Source: an optimization exercise on an open RTL-to-GDS flow (aim: small area and a short achievable clock period). Production flows keep margins and buffers that such runs may drop.
No run shown here included a check of the RTL's function; only the layout flow was run.
Power is estimated from default activity; no workload was simulated.

--- design.v ---
module ks_add #(parameter N = 25) (
	input  wire [N-1:0] a,
	input  wire [N-1:0] b,
	input  wire         cin,
	output wire [N-1:0] s,
	output wire         cout
);
	localparam L = $clog2(N);
	wire [N-1:0] p = a ^ b;
	wire [N-1:0] g [0:L];
	wire [N-1:0] q [0:L];
	assign g[0] = {(a[N-1:1] & b[N-1:1]), (a[0] & b[0]) | (p[0] & cin)};
	assign q[0] = p;
	genvar k, i;
	generate
		for (k = 0; k < L; k = k + 1) begin : lvl
			for (i = 0; i < N; i = i + 1) begin : bit_
				if (i >= (1 << k)) begin : comb
					assign g[k+1][i] = g[k][i] | (q[k][i] & g[k][i - (1 << k)]);
					assign q[k+1][i] = q[k][i] & q[k][i - (1 << k)];
				end else begin : pass
					assign g[k+1][i] = g[k][i];
					assign q[k+1][i] = q[k][i];
				end
			end
		end
	endgenerate
	assign s = p ^ {g[L][N-2:0], cin};
	assign cout = g[L][N-1];
endmodule
module lzc25(
	input  wire [24:0] v,
	output wire [4:0]  n
);
	wire [31:0] x = {v, 7'h7f};
	wire [15:0] z1;             
	wire [15:0] c1;             
	genvar i;
	generate
		for (i = 0; i < 16; i = i + 1) begin : l1
			assign z1[i] = ~(x[2*i+1] | x[2*i]);
			assign c1[i] = ~x[2*i+1];
		end
	endgenerate
	wire [7:0] z2;
	wire [1:0] c2 [0:7];
	generate
		for (i = 0; i < 8; i = i + 1) begin : l2
			assign z2[i] = z1[2*i+1] & z1[2*i];
			assign c2[i] = z1[2*i+1] ? {1'b1, c1[2*i]} : {1'b0, c1[2*i+1]};
		end
	endgenerate
	wire [3:0] z3;
	wire [2:0] c3 [0:3];
	generate
		for (i = 0; i < 4; i = i + 1) begin : l3
			assign z3[i] = z2[2*i+1] & z2[2*i];
			assign c3[i] = z2[2*i+1] ? {1'b1, c2[2*i]} : {1'b0, c2[2*i+1]};
		end
	endgenerate
	wire [1:0] z4;
	wire [3:0] c4 [0:1];
	generate
		for (i = 0; i < 2; i = i + 1) begin : l4
			assign z4[i] = z3[2*i+1] & z3[2*i];
			assign c4[i] = z3[2*i+1] ? {1'b1, c3[2*i]} : {1'b0, c3[2*i+1]};
		end
	endgenerate
	assign n = z4[1] ? {1'b1, c4[0]} : {1'b0, c4[1]};
endmodule
module float_addsub(
	input wire clk,
	input wire [31:0] v1,
	input wire [31:0] v2,
	input wire op,
	output wire [31:0] vres
);
	wire        s1 = v1[31];
	wire        s2 = v2[31] ^ op;
	wire [7:0]  e1 = v1[30:23];
	wire [7:0]  e2 = v2[30:23];
	wire        sub = s1 ^ s2;
	wire [30:0] bg = v1[30:0] & ~v2[30:0];
	wire [30:0] be = ~(v1[30:0] ^ v2[30:0]);
	function automatic [1:0] cmpc(input [1:0] hi, input [1:0] lo);  
		cmpc = {hi[1] | (hi[0] & lo[1]), hi[0] & lo[0]};
	endfunction
	function automatic [1:0] cmp8(input [7:0] g, input [7:0] e);
		reg [1:0] a0, a1, a2, a3, b0, b1;
		begin
			a0 = cmpc({g[1], e[1]}, {g[0], e[0]});
			a1 = cmpc({g[3], e[3]}, {g[2], e[2]});
			a2 = cmpc({g[5], e[5]}, {g[4], e[4]});
			a3 = cmpc({g[7], e[7]}, {g[6], e[6]});
			b0 = cmpc(a1, a0);
			b1 = cmpc(a3, a2);
			cmp8 = cmpc(b1, b0);
		end
	endfunction
	wire [1:0] ce  = cmp8(bg[30:23], be[30:23]);
	wire [1:0] cf2 = cmp8(bg[22:15], be[22:15]);
	wire [1:0] cf1 = cmp8(bg[14:7], be[14:7]);
	wire [1:0] cf0 = cmp8({bg[6:0], 1'b0}, {be[6:0], 1'b1});
	wire [1:0] cf  = cmpc(cf2, cmpc(cf1, cf0));
	wire        gt = ce[1] | (ce[0] & cf[1]);    
	wire        eq = ce[0] & cf[0];
	wire [7:0]  d12, d21;
	wire        c12, c21;
	ks_add #(8) ad12(.a(e1), .b(~e2), .cin(1'b1), .s(d12), .cout(c12));
	ks_add #(8) ad21(.a(e2), .b(~e1), .cin(1'b1), .s(d21), .cout(c21));
	wire [7:0]  d = c12 ? d12 : d21;         
	wire        ez = (e1 == 8'd0) | (e2 == 8'd0);      
	wire        bz = (e1 == 8'd0) & (e2 == 8'd0);      
	wire        far = ez | (d[7:5] != 3'd0) | (d[4:3] == 2'b11);
	reg         r1_s, r1_sub, r1_kill;
	reg  [7:0]  r1_e;
	reg  [22:0] r1_fb, r1_fs;
	reg  [4:0]  r1_sh;
	always @(posedge clk) begin
		r1_s    <= (gt ? s1 : s2) & ~(eq & sub);
		r1_sub  <= sub;
		r1_kill <= bz | (eq & sub);
		r1_e    <= gt ? e1 : e2;
		r1_fb   <= gt ? v1[22:0] : v2[22:0];
		r1_fs   <= gt ? v2[22:0] : v1[22:0];
		r1_sh   <= far ? 5'd31 : d[4:0];
	end
	wire [23:0] t0 = r1_sh[0] ? {1'b0, 1'b1, r1_fs[22:1]} : {1'b1, r1_fs};
	wire [23:0] t1 = r1_sh[1] ? {2'b0, t0[23:2]} : t0;
	wire [23:0] t2 = r1_sh[2] ? {4'b0, t1[23:4]} : t1;
	wire [23:0] t3 = r1_sh[3] ? {8'b0, t2[23:8]} : t2;
	wire [23:0] t4 = r1_sh[4] ? {16'b0, t3[23:16]} : t3;
	reg         q_s, q_sub, q_kill;
	reg  [7:0]  q_e;
	reg  [22:0] q_fb;
	reg  [23:0] q_sm;
	always @(posedge clk) begin
		q_s    <= r1_s;
		q_sub  <= r1_sub;
		q_kill <= r1_kill;
		q_e    <= r1_e + 8'd1;
		q_fb   <= r1_fb;
		q_sm   <= t4 ^ {24{r1_sub}};
	end
	wire [24:0] sum;
	wire        cout_unused;
	ks_add #(25) addm(.a({2'b01, q_fb}), .b({q_sub, q_sm}), .cin(q_sub), .s(sum), .cout(cout_unused));
	reg         r2_s, r2_kill;
	reg  [7:0]  r2_e;
	reg  [24:0] r2_r;
	always @(posedge clk) begin
		r2_s    <= q_s;
		r2_kill <= q_kill;
		r2_e    <= q_e;
		r2_r    <= sum;
	end
	wire [4:0] lz;
	lzc25 lzm(.v(r2_r), .n(lz));
	reg         r3_s, r3_kill;
	reg  [7:0]  r3_e;
	reg  [24:0] r3_r;
	reg  [4:0]  r3_lz;
	always @(posedge clk) begin
		r3_s    <= r2_s;
		r3_kill <= r2_kill;
		r3_e    <= r2_e;
		r3_r    <= r2_r;
		r3_lz   <= lz;
	end
	wire [24:0] n0 = r3_lz[4] ? {r3_r[8:0], 16'b0} : r3_r;
	wire [24:0] n1 = r3_lz[3] ? {n0[16:0], 8'b0} : n0;
	wire [24:0] n2 = r3_lz[2] ? {n1[20:0], 4'b0} : n1;
	wire [24:0] n3 = r3_lz[1] ? {n2[22:0], 2'b0} : n2;
	wire [24:0] n4 = r3_lz[0] ? {n3[23:0], 1'b0} : n3;
	wire [7:0]  ne = r3_e - {3'b0, r3_lz};
	reg  [31:0] r4, r5, r6;
	always @(posedge clk) begin
		r4 <= {r3_s, r3_kill ? 8'd0 : ne, r3_kill ? 23'd0 : n4[23:1]};
		r5 <= r4;
		r6 <= r5;
	end
	assign vres = r6;
endmodule
--- run.sh ---
#!/bin/bash
# synth_recipe.tcl (not shown) runs the flow's synth.tcl, then flattens the netlist and writes it again
# the make line also repeats each setting of config.mk as NAME=value (left out here)
make -C /OpenROAD-flow-scripts/flow DESIGN_CONFIG=/design/flow/config.mk WORK_HOME=/design/flow/orfs CLKGATE_MAP_FILE= SYNTH_SCRIPT=/design/flow/synth_recipe.tcl finish
--- config.mk ---
export PLATFORM = sky130hd
export DESIGN_NAME = float_addsub
export DESIGN_NICKNAME = float_addsub
export VERILOG_FILES = /design/flow/design.v
export SDC_FILE = /design/flow/constraint.sdc
export NUM_CORES = 4
export LEC_CHECK = 0
export CAP_MARGIN = 20
export CORE_MARGIN = 2
export CORE_UTILIZATION = 40
export SETUP_SLACK_MARGIN = 1.5
export SLEW_MARGIN = 20
--- constraint.sdc ---
create_clock -name core_clock -period 4.0 [get_ports {clk}]
set_input_delay 0.8000 -clock core_clock [delete_from_list [all_inputs] [get_ports {clk}]]
set_output_delay 0.8000 -clock core_clock [all_outputs]
set_load 0.01 [all_outputs]
==> results of run 1 <==
state kept, by name, summed over array words and instances (netlist names), 23 cells and up:
signal / cells
q_fb: 23
q_sm: 24
r1_fb: 23
r1_fs: 23
r2_r: 25
r3_r: 24
r4: 32
r5: 32
r6: 32
critical path, stage by stage:
cell	delay (ps)
sky130_fd_sc_hd__clkdlybuf4s50_1	500
sky130_fd_sc_hd__inv_1	110
sky130_fd_sc_hd__ha_4	240
sky130_fd_sc_hd__a21oi_4	160
sky130_fd_sc_hd__a2bb2oi_4	190
sky130_fd_sc_hd__a21oi_4	90
sky130_fd_sc_hd__a211oi_4	240
sky130_fd_sc_hd__buf_4	160
sky130_fd_sc_hd__buf_6	110
sky130_fd_sc_hd__buf_16	120
sky130_fd_sc_hd__buf_8	110
sky130_fd_sc_hd__mux2_4	290
where the power goes:
group	internal [uW]	switching [uW]
combinational	1640	1600
sequential	3890	483
clock	1800	1110
total	7330	3190
cell type report:
| class | instances | area [um2] | area share |
|---|---|---|---|
| repair buffers | 161 | 1580 | 0.101 |
| multi-input cells | 780 | 6450 | 0.412 |
| flip-flops and latches | 290 | 5810 | 0.371 |
| inverters | 68 | 277 | 0.0176 |
| well taps | 390 | 488 | 0.0311 |
| clock buffers | 37 | 826 | 0.0527 |
| clock inverters | 17 | 246 | 0.0157 |
cells in the mapped netlist (5+ instances only):
master	n
sky130_fd_sc_hd__a21o_1	20
sky130_fd_sc_hd__o21ai_1	8
sky130_fd_sc_hd__inv_1	66
sky130_fd_sc_hd__dfxtp_1	290
sky130_fd_sc_hd__nand2b_1	5
sky130_fd_sc_hd__xor2_1	33
sky130_fd_sc_hd__and3_1	5
sky130_fd_sc_hd__buf_4	9
sky130_fd_sc_hd__clkbuf_1	33
sky130_fd_sc_hd__nand4_1	9
sky130_fd_sc_hd__mux2i_1	52
sky130_fd_sc_hd__o21a_1	11
sky130_fd_sc_hd__buf_2	11
sky130_fd_sc_hd__nor2b_1	20
sky130_fd_sc_hd__mux4_2	14
sky130_fd_sc_hd__o22ai_1	8
sky130_fd_sc_hd__nand2_1	91
sky130_fd_sc_hd__nand3_1	18
sky130_fd_sc_hd__o21bai_1	8
sky130_fd_sc_hd__nand3b_1	5
sky130_fd_sc_hd__nor4_1	11
sky130_fd_sc_hd__a21oi_1	69
sky130_fd_sc_hd__o31ai_1	7
sky130_fd_sc_hd__a211oi_1	33
sky130_fd_sc_hd__mux2_2	37
sky130_fd_sc_hd__nor3_1	20
sky130_fd_sc_hd__nor2_1	85
sky130_fd_sc_hd__o21ai_0	59
sky130_fd_sc_hd__a31oi_1	6
sky130_fd_sc_hd__fa_1	5
sky130_fd_sc_hd__ha_1	67
sky130_fd_sc_hd__xnor2_1	31
sky130_fd_sc_hd__and2_1	6
cells by family (layout without fill, tap and decap cells):
| group | Yosys count | count (layout) |
|---|---|---|
| adders and majority gates | 72 | 72 |
| and+or+nand+nor | 282 | 282 |
| AOI/OAI and AO/OA | 259 | 259 |
| DFF | 290 | 290 |
| xor gates and xnor gates | 64 | 64 |
| muxes | 103 | 103 |
| buffers and inverters | 124 | 283 |
routing by layer:
| layer | vias to the layer above | global-route usage |
|---|---|---|
| met1 | 3886 | 0.185 |
| li1 | 4441 | - |
| met2 | 197 | 0.272 |
| met5 | - | 0 |
| met3 | 69 | 0.0241 |
| met4 | 2 | 0.0840 |
per-stage QoR:
stage | worst slack [ps] | cell area, um2 | instances | TNS, ps | utilization
5_1_grt | 1250 | 15700 | 1743 | 0 | 0.530
3_5_place_dp | 35.9 | 13600 | 1647 | 0 | 0.460
6_report | 1310 | 15700 | 1743 | 0 | 0.530
2_1_floorplan | 1350 | 12200 | 1194 | 0 | -
4_1_cts | 1400 | 15400 | 1731 | 0 | 0.520
3_3_place_gp | -144 | 13600 | 1647 | -221 | 0.460
what timing repair did:
| action | in CTS | in global routing |
|---|---|---|
| pin swaps | 26 | 30 |
| cloned | 4 | 1 |
| endpoints found under the hold margin | 0 | 0 |
| buffers inserted | 26 | 11 |
| endpoints found under the setup margin | 77 | 71 |
| resized for setup | 202 | 113 |
worst paths after layout:
kind,from,end
worst max-delay path,v2[2],r1_fb[18]
worst min-delay path,r4[12],r5[12]
worst max register to register,q_sub,r2_r[10]
worst min register to register,r4[12],r5[12]
==> Implementation_results.wiki, run 1 <==
{| class="wikitable"
! Metric !! Value
|-
| Wire length on met3 || approximately 1000 um
|-
| Average footprint of a synthesized cell || 10.0 um2
|-
| Number of input and output port buffers inserted || just under 100
|-
| Top fanout value on the critical path || 5
|-
| Post-synthesis mux area share || 0.104
|-
| Max frequency || 372 MHz
|-
| Tightest slew margin relative to the limit || 0.412
|-
| Max rail drop VDD || around 0.43 mV
|-
| Root buffer selected by CTS || sky130_fd_sc_hd__clkbuf_16
|-
| CTS tree || built
|-
| Top routing layer used || met5
|-
| Post-synthesis share of cell area spent on and, or, nand and nor gates || 0.108
|-
| Total gr overflow || 0
|-
| Average vias per placed instance || between 4 and 5
|-
| CTS Buf Count || 29
|-
| Fraction of the yosys area taken by sequential cells || 0.484
|-
| Total Routing Usage GR || 0.156
|-
| WL/cell || between 10 and 15 um
|-
| Die boundary width || approximately 180 um
|-
| Count of nets left with antenna violations after detail routing || 0
|-
| Commonest non-fill, non-tap cell in the layout || sky130_fd_sc_hd__dfxtp_1
|-
| Compound-cell area share of the yosys netlist || 0.135
|-
| Core area || just under 30000 um2
|-
| Worst hold-check path type || register to register
|-
| Area contributors post-synth || sky130_fd_sc_hd__dfxtp_1 48%, sky130_fd_sc_hd__ha_1 7.0%, sky130_fd_sc_hd__mux2i_1 4.3%
|-
| Smallest hold slack || ~310 ps
|-
| Final clock period utilization by the worst path || 0.672
|-
| Xor and xnor fraction of the mapped netlist area || 0.0468
|-
| Flip-flop and latch count after synthesis || 290
|-
| Static Leakage || roughly 0.0068 uW
|-
| # Max-Cap Violations || 0
|-
| Setup repair after global routing missed its margin || true
|-
| Via count || roughly 8600
|-
| Slew at the pin with the worst max-slew slack || 880 ps
|-
| Synth Flop Type || sky130_fd_sc_hd__dfxtp_1
|-
| Synth Area in Adders || 0.0783
|-
| Yosys synthesis warning count || 4
|-
| Area share of the leading cell type in the synthesized netlist || 0.484
|-
| Total die area || 31400 um2
|-
| Cell area after synthesis || ~12000 um2
|-
| IO Pins || 98
|-
| Final max-slew violation count || 0
|-
| Antenna violations before repair || 1
|-
| Pwr/cell area || between 600 and 700 nW/um2
|-
| Top library cells by usage in the layout, fill and taps aside || 287 x sky130_fd_sc_hd__dfxtp_1, 84 x sky130_fd_sc_hd__nor2_1, 80 x sky130_fd_sc_hd__nand2_1
|-
| Wire length of the first global-routing pass || 40300 um
|-
| Proportion of layout cells with a drive suffix above 1 || 0.239
|-
| Post-CTS Hold Buffers || 0
|-
| Type of element capturing the critical path || register
|-
| Buffers from clock root to sink, at most || 3
|-
| Worst clock skew || roughly 14 ps
|-
| Crit path DAT || 3120 ps
|-
| Share of synthesized registers carrying an async set or reset || 0
|-
| Status || complete, no violations
|-
| Vertical die dimension || around 180 um
|-
| Synthesized netlist net count || around 1300
|-
| Hold Path Stages || 0
|-
| Total Nets Final || about 1500
|-
| Critical setup path kind || input port to register
|-
| Reg2reg setup slack || between 1500 and 2000 ps
|-
| Latest clock arrival within the worst-skew pair || approximately 540 ps
|-
| Vias in the first global route || 8476
|-
| Critical Path Source Type || input port
|-
| Hold violation total from the final report || 0
|-
| Final HPWL DP || between 15000 and 20000 um
|-
| Placer's final routability congestion estimate || just under 0.9
|-
| Sinks on Clock Net || 290
|-
| Data required time of the critical path || between 4000 and 5000 ps
|-
| # DRC || 0
|-
| Number of enable-type register cells in the synthesized netlist || 0
|-
| Pre-Repair DR Iteration Count || 5
|-
| Length in cells of the worst reg-to-reg path || 12
|-
| Clock-pin slew on the worst setup and hold paths || roughly 60 ps
|-
| Setup-violating endpoint count in the final report || 0
|-
| Time the worst path needs with I/O delays and setup || ~2700 ps
|-
| Cell variety after synth || 58
|-
| Dominant combinational cell family by area after synthesis || compound AO/OA/AOI/OAI gates
|-
| Maximum number of pins on one net before global-route repair || 40
|-
| Max H-tree Level || 1
|-
| Effective utilization at floorplan || 0.406
|-
| Detailed-routing wirelength on met1 || 11000 um
|-
| Total Power Consumption || about 11000 uW
|-
| Number of placement rows || 63
|-
| Largest area contributor in the netlist || sky130_fd_sc_hd__dfxtp_1
|-
| Synth-to-layout area growth || 30.7%
|-
| # diodes || 0
|-
| Wire length on met2 || 12100 um
|-
| Fillers || around 2600
|-
| Wirelength, routed || 25300 um
|-
| Syn Inst Count || 1194
|-
| DR iter-0 viols || between 200 and 250
|}
==> run 2: changes to the inputs <==
--- a/config.mk
+++ b/config.mk
@@ -8,5 +8,4 @@
 export CAP_MARGIN = 20
 export CORE_MARGIN = 2
 export CORE_UTILIZATION = 40
-export SETUP_SLACK_MARGIN = 1.5
 export SLEW_MARGIN = 20
==> run 2 against run 1 <==
- still clean on timing, DRC and antenna
- via count shrank 3.3%
- cell count shrank 2.0%
- clock power is 5% lower
- critical path type unchanged
- largest cell class is now registers
- highest routed layer is now met4
==> Implementation_results.wiki, run 2 <==
{| class="wikitable"
! Metric !! Value
|-
| Final clock period utilization by the worst path || 0.810
|-
| Count of nets left with antenna violations after detail routing || 0
|-
| Wire length of the first global-routing pass || 38400 um
|-
| Synth-to-layout area growth || 20.5%
|-
| Resized cells post-CTS || 0
|-
| Slew at the pin with the worst max-slew slack || a little under 1000 ps
|-
| CTS Buf Count || 29
|-
| Share of total power in combinational logic || 0.291
|-
| Critical setup path kind || input port to register
|-
| Die boundary width || between 150 and 200 um
|-
| # Max-Cap Violations || 0
|-
| Type of element capturing the critical path || register
|-
| Number of placement rows || 63
|-
| # DRC || 0
|-
| Final max-slew violation count || 0
|-
| Switch share || 0.303
|-
| Yosys synthesis warning count || 4
|-
| Total die area || around 31000 um2
|-
| Clock-pin slew on the worst setup and hold paths || roughly 60 ps
|-
| DR iter-0 viols || about 350
|-
| Post-CTS Hold Buffers || 0
|-
| Wirelength, routed || 23400 um
|-
| Cell area after synthesis || 12000 um2
|-
| Register share of total power || 0.434
|-
| Critical Path Source Type || input port
|-
| Total Neg Setup Slack || 0 ps
|-
| Status || complete, no violations
|-
| Largest registers || r4 x32, r5 x32, r6 x32
|-
| Effective utilization at floorplan || 0.406
|-
| Average vias per placed instance || 4.86
|-
| Pwr/cell area || around 700 nW/um2
|-
| Commonest cells post-synth || 290 x sky130_fd_sc_hd__dfxtp_1, 91 x sky130_fd_sc_hd__nand2_1, 85 x sky130_fd_sc_hd__nor2_1
|-
| Antenna violations before repair || 0
|-
| Static Leakage || 0.00624 uW
|-
| Via count || between 8000 and 9000
|-
| Fraction of the yosys area taken by sequential cells || 0.484
|-
| Sinks on Clock Net || 290
|-
| Area share of the leading cell type in the synthesized netlist || 0.484
|-
| Fillers || 2781
|-
| Placer's final routability congestion estimate || 0.863
|-
| Average footprint of a synthesized cell || 10.0 um2
|-
| Tightest slew margin relative to the limit || 0.338
|-
| Clk network pwr share || 0.275
|-
| Top library cells by usage in the layout, fill and taps aside || 290 x sky130_fd_sc_hd__dfxtp_1, 97 x sky130_fd_sc_hd__clkdlybuf4s50_1, 91 x sky130_fd_sc_hd__nand2_1
|-
| Pre-CTS setup slack || around 200 ps
|-
| Share of synthesized registers carrying an async set or reset || 0
|-
| Latest clock arrival within the worst-skew pair || 550 ps
|-
| Most instantiated library cell after synthesis || sky130_fd_sc_hd__dfxtp_1
|-
| Vertical die dimension || 177 um
|-
| Number of input and output port buffers inserted || slightly below 100
|-
| Root buffer selected by CTS || sky130_fd_sc_hd__clkbuf_16
|-
| Flip-flop and latch count after synthesis || slightly below 300
|-
| Time the worst path needs with I/O delays and setup || approximately 3200 ps
|-
| Max H-tree Level || 1
|-
| Setup-violating endpoint count in the final report || 0
|-
| Core area || 29600 um2
|-
| Vias in the first global route || just under 8000
|-
| Internal power consumption || 7030 uW
|-
| Worst clock skew || ~15 ps
|-
| Data required time of the critical path || ~4400 ps
|-
| Synthesized netlist net count || 1332
|-
| Syn Inst Count || approximately 1200
|-
| Maximum number of pins on one net before global-route repair || 52
|-
| Buffers from clock root to sink, at most || 3
|-
| Setup repair after global routing missed its margin || false
|-
| # diodes || 0
|-
| Worst-case setup margin in the final layout || between 700 and 800 ps
|-
| Total Nets Final || between 1000 and 1500
|-
| Synth Flop Type || sky130_fd_sc_hd__dfxtp_1
|-
| Max frequency || about 310 MHz
|-
| Hold violation total from the final report || 0
|-
| Net switching power of the design || just over 3000 uW
|-
| Post-place instance area || approximately 13000 um2
|-
| Setup Buffers After CTS || 0
|-
| Worst hold-check path type || register to register
|-
| Area contributors post-synth || sky130_fd_sc_hd__dfxtp_1 48%, sky130_fd_sc_hd__ha_1 7.0%, sky130_fd_sc_hd__mux2i_1 4.3%
|-
| Crit path DAT || 3660 ps
|-
| CTS tree || built
|-
| Largest area contributor in the netlist || sky130_fd_sc_hd__dfxtp_1
|-
| Pre-Repair DR Iteration Count || 4
|-
| IO Pins || 98
|-
| Final HPWL DP || ~18000 um
|-
| Top fanout value on the critical path || slightly above 50
|-
| Max rail drop VDD || 0.356 mV
|-
| Commonest non-fill, non-tap cell in the layout || sky130_fd_sc_hd__dfxtp_1
|-
| WL/cell || around 14 um
|-
| Number of enable-type register cells in the synthesized netlist || 0
|-
| Total Routing Usage GR || 0.149
|-
| Cell variety after synth || between 50 and 60
|-
| Proportion of layout cells with a drive suffix above 1 || 0.103
|-
| Post-route cell area || 14400 um2
|-
| Total gr overflow || 0
|}
[run 2: path summary, 6_finish.rpt]
| path | startpoint | to | slack, ps | cells after the start |
|---|---|---|---|---|
| max | v2[8] | r1_fb[1] | 760 | 11 |
| min | r4[12] | r5[12] | 320 | 0 |
| max reg2reg | q_sub | r2_r[24] | 1170 | 12 |
| min reg2reg | r4[12] | r5[12] | 320 | 0 |
[run 2: logic make-up after synthesis]
| family | Yosys count | synth area share |
|---|---|---|
| buf+inv | 124 | 0.0428 |
| compound gates | 259 | 0.135 |
| mux | 103 | 0.104 |
| flops | 290 | 0.484 |
| fa+ha+maj | 72 | 0.0783 |
| simple gates | 282 | 0.108 |
| xor+xnor | 64 | 0.0468 |
[run 2: final cells by class]
type	count	area, um2	area share
clock buffers	36	792	0.0548
clock inverters	18	216	0.0150
inverters	68	255	0.0177
multi-input cells	780	5680	0.393
flip-flops and latches	290	5810	0.402
well taps	390	488	0.0338
repair buffers	127	1210	0.0837
[run 2: per-layer routing]
metal | track usage | part of all wire
met4 | 0.0461 | 0.024
met3 | 0.0260 | 0.043
met5 | 0 | 0
met1 | 0.186 | 0.46
met2 | 0.261 | 0.48
[run 2: through the flow]
stage	hold WS, ps	utilization	cells	total power [uW]
3_5_place_dp	312	0.455	1655	7400
4_1_cts	311	0.489	1709	10200
3_3_place_gp	310	0.455	1655	7360
5_1_grt	321	0.489	1709	10800
2_1_floorplan	310	-	1194	6400
6_report	321	0.489	1709	10100
[run 2: power groups by stage]
stage / clock, uW / sequential, uW / combinational (uW)
2_1_floorplan: 0 / 4330 / 2070
3_3_place_gp: 0 / 4430 / 2920
3_5_place_dp: 0 / 4460 / 2940
4_1_cts: 2840 / 4400 / 2960
5_1_grt: 2980 / 4490 / 3320
6_report: 2770 / 4380 / 2940
[run 2: critical path, stage by stage]
cell                              delay, ps
sky130_fd_sc_hd__clkdlybuf4s50_1        470
sky130_fd_sc_hd__inv_1                   50
sky130_fd_sc_hd__ha_1                   280
sky130_fd_sc_hd__a211oi_1               240
sky130_fd_sc_hd__o21bai_1               100
sky130_fd_sc_hd__a2111oi_0              470
sky130_fd_sc_hd__buf_4                  180
sky130_fd_sc_hd__o21ai_1                 90
sky130_fd_sc_hd__a211oi_4               300
sky130_fd_sc_hd__buf_12                 270
sky130_fd_sc_hd__mux2_2                 370
==> run 3: changes to the inputs <==
--- a/config.mk
+++ b/config.mk
@@ -8,4 +8,5 @@
 export CAP_MARGIN = 20
 export CORE_MARGIN = 2
 export CORE_UTILIZATION = 40
+export SETUP_SLACK_MARGIN = 2.0
 export SLEW_MARGIN = 20
==> run 3 against run 2 <==
- clock power decreased by 3%
- clock skew down 3.8 ps
- global-route usage grew 1.3 points
- count of clock-buffer cells in the layout unchanged
- maximum frequency rose by 28%
- cell count up 4.3%
- setup slack gained 700 ps
- still clean
- area after synthesis stayed put
- combinational power is 17% higher
- die area did not move
- utilization is 6.0 points higher
- first-iteration DRC count decreased by 2.0%
- largest cell class is now multi-input combinational cells
==> Implementation_results.wiki, run 3 <==
{| class="wikitable"
! Metric !! Value
|-
| Commonest cells post-synth || 290 x sky130_fd_sc_hd__dfxtp_1, 91 x sky130_fd_sc_hd__nand2_1, 85 x sky130_fd_sc_hd__nor2_1
|-
| Pre-Repair DR Iteration Count || 4
|-
| Number of input and output port buffers inserted || 97
|-
| Most instantiated library cell after synthesis || sky130_fd_sc_hd__dfxtp_1
|-
| Placer's final routability congestion estimate || 0.893
|-
| Cell variety after synth || between 50 and 60
|-
| Antenna violations before repair || 0
|-
| Max rail drop VDD || roughly 0.33 mV
|-
| CTS tree || built
|-
| Share of total power in combinational logic || 0.328
|-
| Critical Path Source Type || input port
|-
| Final HPWL DP || approximately 18000 um
|-
| Syn Inst Count || 1194
|-
| Average footprint of a synthesized cell || approximately 10 um2
|-
| Number of enable-type register cells in the synthesized netlist || 0
|-
| Tightest slew margin relative to the limit || 0.426
|-
| Effective utilization at floorplan || 0.406
|-
| Via count || just under 9000
|-
| Count of nets left with antenna violations after detail routing || 0
|-
| Largest area contributor in the netlist || sky130_fd_sc_hd__dfxtp_1
|-
| Number of instances in the placed design || 1644
|-
| Buffers from clock root to sink, at most || 3
|-
| Hold violation total from the final report || 0
|-
| Crit path DAT || 2960 ps
|-
| Setup repair after global routing missed its margin || true
|-
| Register share of total power || 0.417
|-
| Total Routing Usage GR || 0.163
|-
| Largest registers || r4 x32, r5 x32, r6 x32
|-
| Fillers || ~2600
|-
| Time the worst path needs with I/O delays and setup || 2540 ps
|-
| Fin cells || ~1800
|-
| Proportion of layout cells with a drive suffix above 1 || 0.306
|-
| WL/cell || roughly 15 um
|-
| Switch share || 0.318
|-
| Area share of the leading cell type in the synthesized netlist || 0.484
|-
| Synthesized netlist net count || 1332
|-
| Final clock period utilization by the worst path || 0.634
|-
| Share of synthesized registers carrying an async set or reset || 0
|-
| CTS Buf Count || 29
|-
| Data required time of the critical path || between 4000 and 5000 ps
|-
| Maximum number of pins on one net before global-route repair || 40
|-
| Yosys synthesis warning count || 4
|-
| Beginning of the worst register-to-register path || q_sub
|-
| Synth Flop Type || sky130_fd_sc_hd__dfxtp_1
|-
| Total Power Consumption || ~11000 uW
|-
| Slew at the pin with the worst max-slew slack || ~860 ps
|-
| Worst hold-check path type || register to register
|-
| # Max-Cap Violations || 0
|-
| Latest clock arrival within the worst-skew pair || 540 ps
|-
| Wire length of the first global-routing pass || between 40000 and 50000 um
|-
| Setup-violating endpoint count in the final report || 0
|-
| Commonest non-fill, non-tap cell in the layout || sky130_fd_sc_hd__dfxtp_1
|-
| Worst clock skew || roughly 11 ps
|-
| Vias in the first global route || around 8700
|-
| Total gr overflow || 0
|-
| Clock-pin slew on the worst setup and hold paths || 70 ps
|-
| Area contributors post-synth || sky130_fd_sc_hd__dfxtp_1 48%, sky130_fd_sc_hd__ha_1 7.0%, sky130_fd_sc_hd__mux2i_1 4.3%
|-
| # diodes || 0
|-
| Pwr/cell area || between 600 and 700 nW/um2
|-
| Root buffer selected by CTS || sky130_fd_sc_hd__clkbuf_16
|-
| Top library cells by usage in the layout, fill and taps aside || 284 x sky130_fd_sc_hd__dfxtp_1, 83 x sky130_fd_sc_hd__nor2_1, 72 x sky130_fd_sc_hd__nand2_1
|-
| Worst setup path startpoint || v2[4]
|-
| Vertical die dimension || between 150 and 200 um
|-
| Total Neg Setup Slack || 0 ps
|-
| Die boundary width || 177 um
|-
| Synth-to-layout area growth || 35.4%
|-
| Max frequency || 394 MHz
|-
| Static Leakage || around 0.0070 uW
|-
| DR iter-0 viols || roughly 340
|-
| Wirelength, routed || around 26000 um
|-
| Post-CTS Hold Buffers || 0
|-
| Clk network pwr share || 0.255
|-
| Total die area || between 30000 and 40000 um2
|-
| Max H-tree Level || 1
|-
| Type of element capturing the critical path || register
|-
| Number of placement rows || between 60 and 70
|-
| Final max-slew violation count || 0
|-
| Internal power consumption || approximately 7200 uW
|-
| Core area || 29600 um2
|-
| IO Pins || between 90 and 100
|-
| Critical setup path kind || input port to register
|-
| Sinks on Clock Net || slightly below 300
|-
| Total Nets Final || 1508
|-
| Critical hold path startpoint || r5[12]
|-
| Average vias per placed instance || slightly below 5
|-
| Status || complete, no violations
|-
| Top fanout value on the critical path || 5
|-
| Fraction of the yosys area taken by sequential cells || 0.484
|-
| Net switching power of the design || between 3000 and 4000 uW
|-
| Flip-flop and latch count after synthesis || 290
|-
| Cell area after synthesis || 12000 um2
|-
| # DRC || 0
|}
[run 3: final cells by class]
type                    count  area, um2  area share
repair buffers            201       1970       0.121
clock inverters            17        190      0.0117
flip-flops and latches    290       5820       0.358
multi-input cells         780       6700       0.412
clock buffers              36        782      0.0482
well taps                 390        488      0.0301
inverters                  68        292      0.0180
[run 3: cells by family (layout without fill, tap and decap cells)]
kind of cell | Yosys count | count (layout) | share of synthesized area
flip-flops | 290 | 290 | 0.484
AND/OR/NAND/NOR | 282 | 282 | 0.108
AO/OA/AOI/OAI | 259 | 259 | 0.135
buffers and inverters | 124 | 322 | 0.0428
multiplexers | 103 | 103 | 0.104
adder cells (fa/ha/maj) | 72 | 72 | 0.0783
XOR/XNOR | 64 | 64 | 0.0468
[run 3: worst max-delay path, cell delays in order]
cell and delay [ps]:
sky130_fd_sc_hd__dlygate4sd2_1 260, sky130_fd_sc_hd__inv_2 90, sky130_fd_sc_hd__ha_4 200, sky130_fd_sc_hd__a21o_1 170, sky130_fd_sc_hd__a21o_1 160, sky130_fd_sc_hd__a2bb2oi_2 210, sky130_fd_sc_hd__a21oi_4 90, sky130_fd_sc_hd__a211oi_4 320
sky130_fd_sc_hd__buf_6 170, sky130_fd_sc_hd__buf_16 120, sky130_fd_sc_hd__buf_6 90, sky130_fd_sc_hd__mux2_4 280
[run 3: repair_timing]
item / CTS / global route
hold endpoints to repair: 0 / 0
setup endpoints to repair: 144 / 95
pin swaps: 57 / 68
gates resized for setup: 287 / 190
gates cloned: 3 / 4
buffers inserted: 40 / 38
[run 3: final timing paths]
| kind | to | slack, ps | cells past startpoint |
|---|---|---|---|
| worst max-delay path | r1_fb[22] | 1460 | 12 |
| worst min-delay path | r6[12] | 330 | 0 |
| worst max register to register | r2_r[20] | 1630 | 11 |
| worst min register to register | r6[12] | 330 | 0 |
[run 3: routing by layer]
| layer | global-route usage | up-vias | wire length (um) |
|---|---|---|---|
| met1 | 0.195 | 4061 | 11300 |
| met4 | 0.0665 | 0 | 1060 |
| met5 | 0 | - | 0 |
| li1 | - | 4529 | - |
| met3 | 0.0264 | 66 | 996 |
| met2 | 0.288 | 192 | 13000 |
[run 3: power by group through the flow]
stage	logic (uW)	registers (uW)	clock network [uW]
2_1_floorplan	2150	4330	0
3_3_place_gp	3000	4440	0
3_5_place_dp	3020	4460	0
4_1_cts	3180	4400	2760
5_1_grt	3840	4490	2890
6_report	3450	4380	2680
[run 3: per-stage QoR]
stage | setup WS [ps] | instance area, um2 | util | hold WS (ps)
3_5_place_dp | 79.9 | 13700 | 0.462 | 312
2_1_floorplan | 1350 | 12300 | - | 310
5_1_grt | 1440 | 16200 | 0.549 | 326
6_report | 1460 | 16200 | 0.549 | 325
4_1_cts | 1420 | 15500 | 0.524 | 325
3_3_place_gp | 112 | 13700 | 0.462 | 310
==> run 4: changes to the inputs <==
==> flow/run.sh (new file) <==
#!/bin/bash
set -euo pipefail
export BUFFER_PORTS_ARGS="-buffer_cell sky130_fd_sc_hd__buf_2"
bash standard.sh > standard_flow.log 2>&1
==> standard.sh (new file) <==
#!/bin/bash
# synth_recipe.tcl (not shown) runs the flow's synth.tcl, then flattens the netlist and writes it again
# the make line also repeats each setting of config.mk as NAME=value (left out here)
make -C /OpenROAD-flow-scripts/flow DESIGN_CONFIG=/design/flow/config.mk WORK_HOME=/design/flow/orfs CLKGATE_MAP_FILE= SYNTH_SCRIPT=/design/flow/synth_recipe.tcl "${@:-finish}"
--- a/config.mk
+++ b/config.mk
@@ -8,5 +8,5 @@
 export CAP_MARGIN = 20
 export CORE_MARGIN = 2
 export CORE_UTILIZATION = 40
-export SETUP_SLACK_MARGIN = 2.0
+export SETUP_SLACK_MARGIN = 1.5
 export SLEW_MARGIN = 20
removed: run.sh
==> run 4 against run 3 <==
- final area fell by 9.3%
- clock skew fell by 1.1 ps
- area after synthesis did not move
- cell count fell by 3.4%
- still clean on timing, DRC and antenna
- highest routed layer unchanged
==> Implementation_results.wiki, run 4 <==
{| class="wikitable"
! Metric !! Value
|-
| Effective utilization at floorplan || 0.406
|-
| Hold violation total from the final report || 0
|-
| Average footprint of a synthesized cell || around 10 um2
|-
| Type of element capturing the critical path || register
|-
| Final clock period utilization by the worst path || 0.630
|-
| Switch share || 0.313
|-
| Maximum number of pins on one net before global-route repair || 40
|-
| # DRC || 0
|-
| Max H-tree Level || 1
|-
| Static Leakage || 0.00649 uW
|-
| Share of synthesized registers carrying an async set or reset || 0
|-
| Count of nets left with antenna violations after detail routing || 0
|-
| Post-CTS Hold Buffers || 0
|-
| Clock-pin slew on the worst setup and hold paths || 60 ps
|-
| WL/cell || around 15 um
|-
| Area share of the leading cell type in the synthesized netlist || 0.484
|-
| Setup-violating endpoint count in the final report || 0
|-
| Hold Path Stages || 0
|-
| Status || complete, no violations
|-
| Max rail drop VDD || approximately 0.34 mV
|-
| Antenna violations before repair || 0
|-
| Tightest slew margin relative to the limit || 0.405
|-
| Synthesized netlist net count || 1332
|-
| Top library cells by usage in the layout, fill and taps aside || 287 x sky130_fd_sc_hd__dfxtp_1, 93 x sky130_fd_sc_hd__buf_2, 91 x sky130_fd_sc_hd__nand2_1
|-
| Length in cells of the worst reg-to-reg path || 12
|-
| Buffers from clock root to sink, at most || 3
|-
| Smallest hold slack || around 320 ps
|-
| Average vias per placed instance || slightly below 5
|-
| # Max-Cap Violations || 0
|-
| Vertical die dimension || around 180 um
|-
| Final max-slew violation count || 0
|-
| Total Routing Usage GR || 0.155
|-
| Top fanout value on the critical path || 5
|-
| Critical Path Source Type || input port
|-
| Wirelength, routed || 25100 um
|-
| Total gr overflow || 0
|-
| Number of placement rows || 63
|-
| Pwr/cell area || 688 nW/um2
|-
| Data required time of the critical path || ~4400 ps
|-
| DR iter-0 viols || roughly 350
|-
| Root buffer selected by CTS || sky130_fd_sc_hd__clkbuf_16
|-
| Total Neg Setup Slack || 0 ps
|-
| GR met1 Demand/Resource || 0.192
|-
| Total die area || about 31000 um2
|-
| Commonest cells post-synth || 290 x sky130_fd_sc_hd__dfxtp_1, 91 x sky130_fd_sc_hd__nand2_1, 85 x sky130_fd_sc_hd__nor2_1
|-
| Crit path DAT || just under 3000 ps
|-
| Register share of total power || 0.432
|-
| Area contributors post-synth || sky130_fd_sc_hd__dfxtp_1 48%, sky130_fd_sc_hd__ha_1 7.0%, sky130_fd_sc_hd__mux2i_1 4.3%
|-
| Proportion of layout cells with a drive suffix above 1 || 0.226
|-
| Final HPWL DP || between 15000 and 20000 um
|-
| Sinks on Clock Net || 290
|-
| Fraction of the yosys area taken by sequential cells || 0.484
|-
| Largest registers || r4 x32, r5 x32, r6 x32
|-
| Net switching power of the design || about 3200 uW
|-
| Placer's final routability congestion estimate || ~0.87
|-
| Busiest metal layer after global routing || met2
|-
| IO Pins || 98
|-
| Number of enable-type register cells in the synthesized netlist || 0
|-
| CTS Buf Count || 30
|-
| Vias in the first global route || 8133
|-
| CTS tree || built
|-
| Commonest non-fill, non-tap cell in the layout || sky130_fd_sc_hd__dfxtp_1
|-
| Slew at the pin with the worst max-slew slack || between 800 and 900 ps
|-
| Clk network pwr share || 0.274
|-
| # diodes || 0
|-
| Synth Flop Type || sky130_fd_sc_hd__dfxtp_1
|-
| Wire length of the first global-routing pass || 39900 um
|-
| Internal power consumption || between 6000 and 7000 uW
|-
| Critical setup path kind || input port to register
|-
| Yosys synthesis warning count || 4
|-
| Synth-to-layout area growth || 22.8%
|-
| Met2 track utilization from global routing || 0.276
|-
| Total Nets Final || 1446
|-
| Via count || 8447
|-
| Most instantiated library cell after synthesis || sky130_fd_sc_hd__dfxtp_1
|-
| Number of input and output port buffers inserted || 97
|-
| Pre-Repair DR Iteration Count || 5
|-
| Share of total power in combinational logic || 0.294
|-
| Latest clock arrival within the worst-skew pair || 550 ps
|-
| Max frequency || slightly below 400 MHz
|-
| Syn Inst Count || about 1200
|-
| Largest area contributor in the netlist || sky130_fd_sc_hd__dfxtp_1
|-
| Time the worst path needs with I/O delays and setup || about 2500 ps
|-
| Flip-flop and latch count after synthesis || between 200 and 300
|-
| Worst hold-check path type || register to register
|-
| Setup repair after global routing missed its margin || true
|-
| Worst clock skew || between 9 and 10 ps
|-
| Die boundary width || roughly 180 um
|-
| Core area || 29600 um2
|-
| Cell area after synthesis || 12000 um2
|-
| Cell variety after synth || between 50 and 60
|-
| Met3 track demand over resource || 0.0217
|}
[run 4: cell counts after synthesis]
No cell type changed its count.
[run 4: area by class of cell]
| type | count | area, um2 |
|---|---|---|
| clock inverters | 18 | 208 |
| inverters | 68 | 275 |
| multi-input cells | 780 | 6130 |
| repair buffers | 138 | 992 |
| clock buffers | 37 | 817 |
| well taps | 390 | 488 |
| flip-flops and latches | 290 | 5810 |
| fillers | 2663 | 14800 |
[run 4: power by group through the flow]
stage                     sequential, uW  clock [uW]  combinational (uW)
after floorplan                     4330           0                2110
after global placement              4420           0                2770
after detailed placement            4440           0                2790
after CTS                           4380        2850                2890
after global routing                4490        2970                3360
final                               4370        2770                2980
[run 4: path summary, 6_finish.rpt]
kind                               from   endpoint  slack, ps
worst max-delay path              v1[8]  r1_fb[13]       1480
worst min-delay path              r5[9]      r6[9]        320
worst max register to register  q_fb[0]   r2_r[20]       1590
worst min register to register    r5[9]      r6[9]        320
[run 4: cells by family (layout without fill, tap and decap cells)]
| family | count (synthesis) | count (layout) | share of synthesized area |
|---|---|---|---|
| DFF | 290 | 290 | 0.484 |
| AOI/OAI and AO/OA | 259 | 259 | 0.135 |
| xor gates and xnor gates | 64 | 64 | 0.0468 |
| muxes | 103 | 103 | 0.104 |
| adders and majority gates | 72 | 72 | 0.0783 |
| and+or+nand+nor | 282 | 282 | 0.108 |
| buffers and inverters | 124 | 261 | 0.0428 |
[run 4: repair_timing]
item | CTS | global route
cloned | 3 | 5
buffers inserted | 8 | 12
pin swaps | 9 | 17
endpoints found under the setup margin | 75 | 71
gates resized for setup | 27 | 46
[run 4: per-layer routing]
layer / routed length (um) / up-vias
met5: 0 / -
met4: 699 / 0
met3: 808 / 50
met2: 12500 / 143
met1: 11100 / 3857
li1: - / 4397
[run 4: critical path, stage by stage]
cell	delay [ps]
sky130_fd_sc_hd__buf_8	100
sky130_fd_sc_hd__ha_4	240
sky130_fd_sc_hd__a211oi_2	210
sky130_fd_sc_hd__o21bai_1	120
sky130_fd_sc_hd__a2111oi_2	330
sky130_fd_sc_hd__o21ai_1	150
sky130_fd_sc_hd__a211oi_4	270
sky130_fd_sc_hd__buf_6	170
sky130_fd_sc_hd__buf_6	140
sky130_fd_sc_hd__buf_16	130
sky130_fd_sc_hd__mux2_4	290
[run 4: through the flow]
step	cells	setup slack (ps)	utilization	power, uW	cell area [um2]
6_report	1721	1480	0.498	10100	14700
5_1_grt	1721	1390	0.498	10800	14700
4_1_cts	1704	1500	0.484	10100	14300
3_5_place_dp	1638	345	0.441	7230	13000
3_3_place_gp	1638	320	0.441	7190	13000
2_1_floorplan	1194	1350	-	6440	12200
==> run 5: changes to the inputs <==
--- a/config.mk
+++ b/config.mk
@@ -8,5 +8,8 @@
 export CAP_MARGIN = 20
 export CORE_MARGIN = 2
 export CORE_UTILIZATION = 40
+export CTS_BUF_LIST = sky130_fd_sc_hd__clkbuf_8
+export CTS_CLUSTER_DIAMETER = 50
+export CTS_CLUSTER_SIZE = 20
 export SETUP_SLACK_MARGIN = 1.5
 export SLEW_MARGIN = 20
==> run 5 against run 4 <==
- critical path depth fell by 1
- non-clock buffer count shrank 17
- area after synthesis did not move
- wire length shrank 4.9%
- final area decreased by 4.5%
- highest routed layer unchanged
- count of clock-buffer cells in the layout fell by 9
- cell count down 1.5%
- critical endpoint is now r1_fb[0]
- die area unchanged
- largest power group unchanged
==> Implementation_results.wiki, run 5 <==
{| class="wikitable"
! Metric !! Value
|-
| Type of element capturing the critical path || register
|-
| Slew at the pin with the worst max-slew slack || 892 ps
|-
| Sinks on Clock Net || 290
|-
| Tightest slew margin relative to the limit || 0.404
|-
| Critical setup path kind || input port to register
|-
| Vertical die dimension || about 180 um
|-
| Busiest metal layer after global routing || met2
|-
| Number of placement rows || between 60 and 70
|-
| Setup-violating endpoint count in the final report || 0
|-
| Antenna violations before repair || 0
|-
| Total area of sequential cells || 5810 um2
|-
| Die boundary width || between 150 and 200 um
|-
| Largest area contributor in the netlist || sky130_fd_sc_hd__dfxtp_1
|-
| Pwr/cell area || ~650 nW/um2
|-
| Count of nets left with antenna violations after detail routing || 0
|-
| # DRC || 0
|-
| Data required time of the critical path || 4470 ps
|-
| GR met1 Demand/Resource || 0.191
|-
| DR iter-0 viols || 324
|-
| Number of input and output port buffers inserted || 97
|-
| Core area || roughly 30000 um2
|-
| Wirelength, routed || ~24000 um
|-
| Number of enable-type register cells in the synthesized netlist || 0
|-
| Root buffer selected by CTS || sky130_fd_sc_hd__clkbuf_8
|-
| Total gr overflow || 0
|-
| Cell variety after synth || 58
|-
| Syn Inst Count || approximately 1200
|-
| Post-route cell area || roughly 14000 um2
|-
| Final max-slew violation count || 0
|-
| Placer's final routability congestion estimate || around 0.87
|-
| Cell area after synthesis || ~12000 um2
|-
| Worst clock skew || between 20 and 30 ps
|-
| Buffers from clock root to sink, at most || 3
|-
| Setup repair after global routing missed its margin || true
|-
| Max rail drop VDD || 0.230 mV
|-
| Total Nets Final || approximately 1400
|-
| Synth Flop Type || sky130_fd_sc_hd__dfxtp_1
|-
| Post-CTS Hold Buffers || 0
|-
| Area contributors post-synth || sky130_fd_sc_hd__dfxtp_1 48%, sky130_fd_sc_hd__ha_1 7.0%, sky130_fd_sc_hd__mux2i_1 4.3%
|-
| Critical Path Source Type || input port
|-
| Top fanout value on the critical path || 17
|-
| Commonest cells post-synth || 290 x sky130_fd_sc_hd__dfxtp_1, 91 x sky130_fd_sc_hd__nand2_1, 85 x sky130_fd_sc_hd__nor2_1
|-
| CTS tree || built
|-
| Wire length of the first global-routing pass || 39300 um
|-
| Flip-flop and latch count after synthesis || 290
|-
| Area of the multi-input gates || around 6000 um2
|-
| WL/cell || 14.1 um
|-
| Hold violation total from the final report || 0
|-
| Average vias per placed instance || between 4 and 5
|-
| Largest registers || r4 x32, r5 x32, r6 x32
|-
| Total die area || 31400 um2
|-
| Total Neg Setup Slack || 0 ps
|-
| Met3 track demand over resource || 0.0230
|-
| Via count || about 8200
|-
| Pre-Repair DR Iteration Count || 4
|-
| Synthesized netlist net count || approximately 1300
|-
| Crit path DAT || 2980 ps
|-
| Post-place instance area || 13000 um2
|-
| Synth-to-layout area growth || 17.2%
|-
| Average footprint of a synthesized cell || ~10 um2
|-
| Top library cells by usage in the layout, fill and taps aside || 287 x sky130_fd_sc_hd__dfxtp_1, 95 x sky130_fd_sc_hd__buf_2, 91 x sky130_fd_sc_hd__nand2_1
|-
| Met2 track utilization from global routing || 0.269
|-
| CTS Buf Count || 27
|-
| Effective utilization at floorplan || 0.406
|-
| Area share of the leading cell type in the synthesized netlist || 0.484
|-
| Reg2reg setup slack || 1560 ps
|-
| Latest clock arrival within the worst-skew pair || around 570 ps
|-
| Status || complete, no violations
|-
| Share of synthesized registers carrying an async set or reset || 0
|-
| # Max-Cap Violations || 0
|-
| Fillers || ~2800
|-
| Proportion of layout cells with a drive suffix above 1 || 0.209
|-
| Worst hold-check path type || register to register
|-
| Static Leakage || between 0.006 and 0.007 uW
|-
| IO Pins || 98
|-
| # diodes || 0
|-
| Total Routing Usage GR || 0.153
|-
| Final clock period utilization by the worst path || 0.628
|-
| Final HPWL DP || roughly 18000 um
|-
| Most instantiated library cell after synthesis || sky130_fd_sc_hd__dfxtp_1
|-
| Time the worst path needs with I/O delays and setup || roughly 2500 ps
|-
| Max H-tree Level || 1
|-
| Yosys synthesis warning count || 4
|-
| Clock-pin slew on the worst setup and hold paths || around 100 ps
|-
| Fraction of the yosys area taken by sequential cells || 0.484
|-
| Maximum number of pins on one net before global-route repair || 40
|-
| Commonest non-fill, non-tap cell in the layout || sky130_fd_sc_hd__dfxtp_1
|-
| Vias in the first global route || 8061
|-
| Max frequency || about 400 MHz
|}
[run 5: cell counts after synthesis]
No cell type changed its count.
[run 5: timing repair]
action / CTS / global route
setup buffers: 5 / 1
pin swaps: 6 / 9
gates cloned: 3 / 2
endpoints found under the hold margin: 0 / 0
endpoints found under the setup margin: 73 / 67
resized for setup: 22 / 27
[run 5: metrics by stage]
step | hold WS, ps | utilization | cells | setup slack, ps | total power, uW
floorplan | 310 | - | 1194 | 1350 | 6440
global placement | 310 | 0.441 | 1638 | 320 | 7190
detailed placement | 312 | 0.441 | 1638 | 345 | 7230
CTS | 331 | 0.470 | 1692 | 1500 | 9250
global route | 339 | 0.475 | 1695 | 1440 | 9900
finish | 327 | 0.475 | 1695 | 1490 | 9190
[run 5: where the power goes]
part	internal, uW	switching [uW]	total (uW)
clock network	860	1080	1940
logic	1350	1550	2900
registers	3880	470	4350
[run 5: cell families after synthesis]
kind of cell / synth area share
AND/OR/NAND/NOR: 0.108
flip-flops: 0.484
buffers and inverters: 0.0428
XOR/XNOR: 0.0468
multiplexers: 0.104
AO/OA/AOI/OAI: 0.135
adder cells (fa/ha/maj): 0.0783
[run 5: routing by layer]
| metal | vias to the layer above | part of all wire |
|---|---|---|
| li1 | 4347 | - |
| met1 | 3679 | 0.45 |
| met2 | 147 | 0.48 |
| met3 | 46 | 0.036 |
| met4 | 0 | 0.031 |
| met5 | - | 0 |
[run 5: worst paths after layout]
check           from  depth (start not counted)       end
max           v2[20]                         10  r1_fb[0]
min            r5[8]                          0     r6[8]
max reg2reg  q_sm[0]                         12  r2_r[20]
min reg2reg    r5[8]                          0     r6[8]
[run 5: worst max-delay path: stages]
cell	delay, ps
sky130_fd_sc_hd__buf_2	90
sky130_fd_sc_hd__inv_1	50
sky130_fd_sc_hd__ha_1	290
sky130_fd_sc_hd__a21o_1	160
sky130_fd_sc_hd__a21o_1	170
sky130_fd_sc_hd__a21oi_1	230
sky130_fd_sc_hd__o21ai_1	170
sky130_fd_sc_hd__a211oi_4	350
sky130_fd_sc_hd__bufbuf_16	370
sky130_fd_sc_hd__mux2_4	300
[run 5: layout make-up]
type / instances / share of cell area
repair buffers: 121 / 0.0580
well taps: 390 / 0.0347
flip-flops and latches: 290 / 0.413
clock inverters: 18 / 0.0171
multi-input cells: 780 / 0.430
clock buffers: 28 / 0.0274
inverters: 68 / 0.0194
==> run 6: changes to the inputs <==
--- a/config.mk
+++ b/config.mk
@@ -8,8 +8,8 @@
 export CAP_MARGIN = 20
 export CORE_MARGIN = 2
 export CORE_UTILIZATION = 40
-export CTS_BUF_LIST = sky130_fd_sc_hd__clkbuf_8
-export CTS_CLUSTER_DIAMETER = 50
-export CTS_CLUSTER_SIZE = 20
+export CTS_BUF_LIST = sky130_fd_sc_hd__clkbuf_16
+export CTS_CLUSTER_DIAMETER = 100
+export CTS_CLUSTER_SIZE = 30
 export SETUP_SLACK_MARGIN = 1.5
 export SLEW_MARGIN = 20
==> run 6 against run 5 <==
- still clean on timing, DRC and antenna
- non-clock buffer count increased by 12
- setup slack improved by 20 ps
- critical path depth increased by 1
- global-route usage about the same
- first-iteration DRC count increased by 6.2%
- count of clock-buffer cells in the layout decreased by 13
- sequential share of layout area decreased by 0.061 points
- power decreased by 2.4%
- maximum frequency increased by 0.81%
- utilization increased by 0.080 points
- clock skew decreased by 5.6 ps
- cell count decreased by 0.88%
- largest cell class unchanged
==> Implementation_results.wiki, run 6 <==
{| class="wikitable"
! Metric !! Value
|-
| Status || complete, no violations
|-
| Max frequency || 401 MHz
|-
| Flip-flop and latch count after synthesis || 290
|-
| Antenna violations before repair || 0
|-
| Pre-Repair DR Iteration Count || 6
|-
| Average footprint of a synthesized cell || approximately 10 um2
|-
| Average vias per placed instance || 4.90
|-
| # diodes || 0
|-
| Top fanout value on the critical path || 5
|-
| Wirelength, routed || approximately 24000 um
|-
| # DRC || 0
|-
| Vias in the first global route || 7966
|-
| Critical hold path startpoint || r1_fb[15]
|-
| Total Neg Setup Slack || 0 ps
|-
| Data required time of the critical path || approximately 4400 ps
|-
| Setup repair after global routing missed its margin || true
|-
| Worst-case setup margin in the final layout || 1510 ps
|-
| Synth-to-layout area growth || 17.4%
|-
| Critical Path Source Type || input port
|-
| Number of enable-type register cells in the synthesized netlist || 0
|-
| Post-CTS Hold Buffers || 0
|-
| Tightest slew margin relative to the limit || 0.405
|-
| Fraction of the yosys area taken by sequential cells || 0.484
|-
| Latest clock arrival within the worst-skew pair || 500 ps
|-
| Total Routing Usage GR || 0.152
|-
| Buffers from clock root to sink, at most || 3
|-
| Total die area || around 31000 um2
|-
| Syn Inst Count || about 1200
|-
| Root buffer selected by CTS || sky130_fd_sc_hd__clkbuf_16
|-
| Area share of the leading cell type in the synthesized netlist || 0.484
|-
| Total gr overflow || 0
|-
| Hold violation total from the final report || 0
|-
| Beginning of the worst register-to-register path || q_fb[0]
|-
| IO Pins || slightly below 100
|-
| Time the worst path needs with I/O delays and setup || 2490 ps
|-
| End of the worst register-to-register path || r2_r[20]
|-
| Cell variety after synth || 58
|-
| CTS Buf Count || 14
|-
| WL/cell || around 14 um
|-
| Static Leakage || 0.00619 uW
|-
| Maximum number of pins on one net before global-route repair || 40
|-
| Number of placement rows || 63
|-
| Length in cells of the worst reg-to-reg path || 12
|-
| Wire length of the first global-routing pass || a little under 40000 um
|-
| Worst clock skew || around 21 ps
|-
| Crit path DAT || 2870 ps
|-
| Endpoint of the worst hold-timing path || q_fb[15]
|-
| DR iter-0 viols || roughly 340
|-
| Largest area contributor in the netlist || sky130_fd_sc_hd__dfxtp_1
|-
| Critical setup path kind || input port to register
|-
| Number of input and output port buffers inserted || 97
|-
| Die boundary width || ~180 um
|-
| Yosys synthesis warning count || 4
|-
| Placer's final routability congestion estimate || 0.866
|-
| Sinks on Clock Net || between 200 and 300
|-
| Pwr/cell area || between 600 and 700 nW/um2
|-
| CTS tree || built
|-
| Cell area after synthesis || ~12000 um2
|-
| Worst hold-check path type || register to register
|-
| Top library cells by usage in the layout, fill and taps aside || 286 x sky130_fd_sc_hd__dfxtp_1, 92 x sky130_fd_sc_hd__buf_2, 91 x sky130_fd_sc_hd__nand2_1
|-
| Reg2reg setup slack || ~1600 ps
|-
| Max rail drop VDD || approximately 0.32 mV
|-
| # Max-Cap Violations || 0
|-
| Via count || 8240
|-
| Vertical die dimension || 177 um
|-
| Clock-pin slew on the worst setup and hold paths || between 100 and 150 ps
|-
| Pre-CTS setup slack || between 300 and 400 ps
|-
| Effective utilization at floorplan || 0.406
|-
| Largest registers || r4 x32, r5 x32, r6 x32
|-
| Core area || between 20000 and 30000 um2
|-
| Slew at the pin with the worst max-slew slack || 892 ps
|-
| Final clock period utilization by the worst path || 0.623
|-
| Proportion of layout cells with a drive suffix above 1 || 0.209
|-
| Most instantiated library cell after synthesis || sky130_fd_sc_hd__dfxtp_1
|-
| Total Nets Final || roughly 1400
|-
| Synth Flop Type || sky130_fd_sc_hd__dfxtp_1
|-
| Final max-slew violation count || 0
|-
| Type of element capturing the critical path || register
|-
| Synthesized netlist net count || roughly 1300
|-
| Hold Path Stages || 0
|-
| Count of nets left with antenna violations after detail routing || 0
|-
| Final HPWL DP || around 18000 um
|-
| Setup-violating endpoint count in the final report || 0
|-
| Commonest non-fill, non-tap cell in the layout || sky130_fd_sc_hd__dfxtp_1
|-
| Area contributors post-synth || sky130_fd_sc_hd__dfxtp_1 48%, sky130_fd_sc_hd__ha_1 7.0%, sky130_fd_sc_hd__mux2i_1 4.3%
|-
| Commonest cells post-synth || 290 x sky130_fd_sc_hd__dfxtp_1, 91 x sky130_fd_sc_hd__nand2_1, 85 x sky130_fd_sc_hd__nor2_1
|-
| Share of synthesized registers carrying an async set or reset || 0
|-
| Max H-tree Level || 1
|}
==> run 6: cell count changes in the layout (fill, tap and decap cells not counted), sizes merged <==
cell      delta
buf         +11
clkbuf      -12
clkinvlp     -1
inv          -8
bufinv       -1
clkinv       -4
==> run 6: worst max path at each step <==
stage,end,from,slack [ps]
after floorplan,r1_e[7],v1[8],1350
after global placement,r1_s,v1[26],320
after detailed placement,r1_s,v1[26],340
after CTS,r1_fb[19],v2[8],1450
after global routing,r1_fb[17],v2[8],1410
final,r1_fb[15],v1[8],1510
==> run 6: cells by family after synthesis <==
group,share of synthesized area
AOI/OAI and AO/OA,0.135
DFF,0.484
adders and majority gates,0.0783
xor gates and xnor gates,0.0468
and+or+nand+nor,0.108
muxes,0.104
buffers and inverters,0.0428
==> run 6: repair_timing <==
item	4_1_cts	5_1_grt
pin swaps	9	17
endpoints found under the hold margin	0	0
resized for setup	34	40
cloned	3	3
setup buffers	6	11
setup endpoints to repair	78	79
==> run 6: stage by stage <==
step,total power (uW),instances,hold slack [ps],cell area [um2],utilization
after floorplan,6440,1194,310,12200,-
after global placement,7190,1638,310,13000,0.441
after detailed placement,7230,1638,312,13000,0.441
after CTS,8980,1666,314,13800,0.466
after global routing,9650,1680,313,14100,0.476
final,8980,1680,313,14100,0.476
==> run 6: critical path, stage by stage <==
cell and delay [ps]:
sky130_fd_sc_hd__buf_8 100, sky130_fd_sc_hd__ha_4 240, sky130_fd_sc_hd__a211oi_2 210, sky130_fd_sc_hd__o21bai_1 120, sky130_fd_sc_hd__a2111oi_2 310, sky130_fd_sc_hd__o21ai_1 140
sky130_fd_sc_hd__a211oi_4 270, sky130_fd_sc_hd__buf_6 150, sky130_fd_sc_hd__buf_6 120, sky130_fd_sc_hd__buf_16 130, sky130_fd_sc_hd__mux2_4 290
==> run 6: power breakdown <==
group          total (uW)  internal (uW)  switching (uW)  leakage (uW)
logic                2950           1390            1560       0.00352
clock network        1670            769             899      0.000220
registers            4350           3880             470       0.00244
==> run 6: cell type report <==
type | count | area [um2]
fill | 2726 | 15500
multi-input combinational | 780 | 6110
sequential | 290 | 5810
timing repair buffer | 133 | 940
tap | 390 | 488
clock buffer | 15 | 375
inverter | 68 | 275
clock inverter | 4 | 71.3
==> run 6: layer usage <==
layer,GRT usage,vias up,share of wire
met2,0.271,148,0.49
met4,0.0451,0,0.027
li1,-,4327,-
met5,0,-,0
met3,0.0232,34,0.034
met1,0.189,3731,0.45

==> afterwards: timing with drivers on the ports <==
The results above use ideal ports. As a check the final layouts listed here were re-extracted and re-timed, cells and wires unchanged. Step 1 assumes that a clkbuf_16 drives the clock port and a buf_2 every other input. Step 2 times the ports against the registers' clock, not the clock port: input delays grow and output delays shrink by t, the midpoint of the rising clock arrivals with the driver on. a / b / c = ideal / step 1 / step 2; a / b = the first two.
run | shift t [ns] | slack for setup (ns) | worst setup path at the end | latest minus earliest clock arrival (ns) | pins driven straight from the clock port
run 1 | 0.589 | 1.311 / 1.338 / 0.749 | input to register | 0.016 / 0.016 | 1
run 2 | 0.587 | 0.760 / 0.784 / 0.197 | input to register | 0.018 / 0.018 | 1
run 3 | 0.580 | 1.464 / 1.496 / 0.916 | input to register | 0.016 / 0.016 | 1
run 4 | 0.589 | 1.479 / 1.477 / 0.888 | input to register | 0.012 / 0.011 | 1
run 5 | 0.602 | 1.487 / 1.500 / 0.898 | input to register | 0.030 / 0.030 | 1
run 6 | 0.537 | 1.507 / 1.506 / 0.969 | input to register | 0.022 / 0.022 | 1
After both steps every run listed still meets setup and hold. For run 4, which loses most, drivers alone change the setup slack by -0.002 ns; drivers and shift together by -0.591 ns.
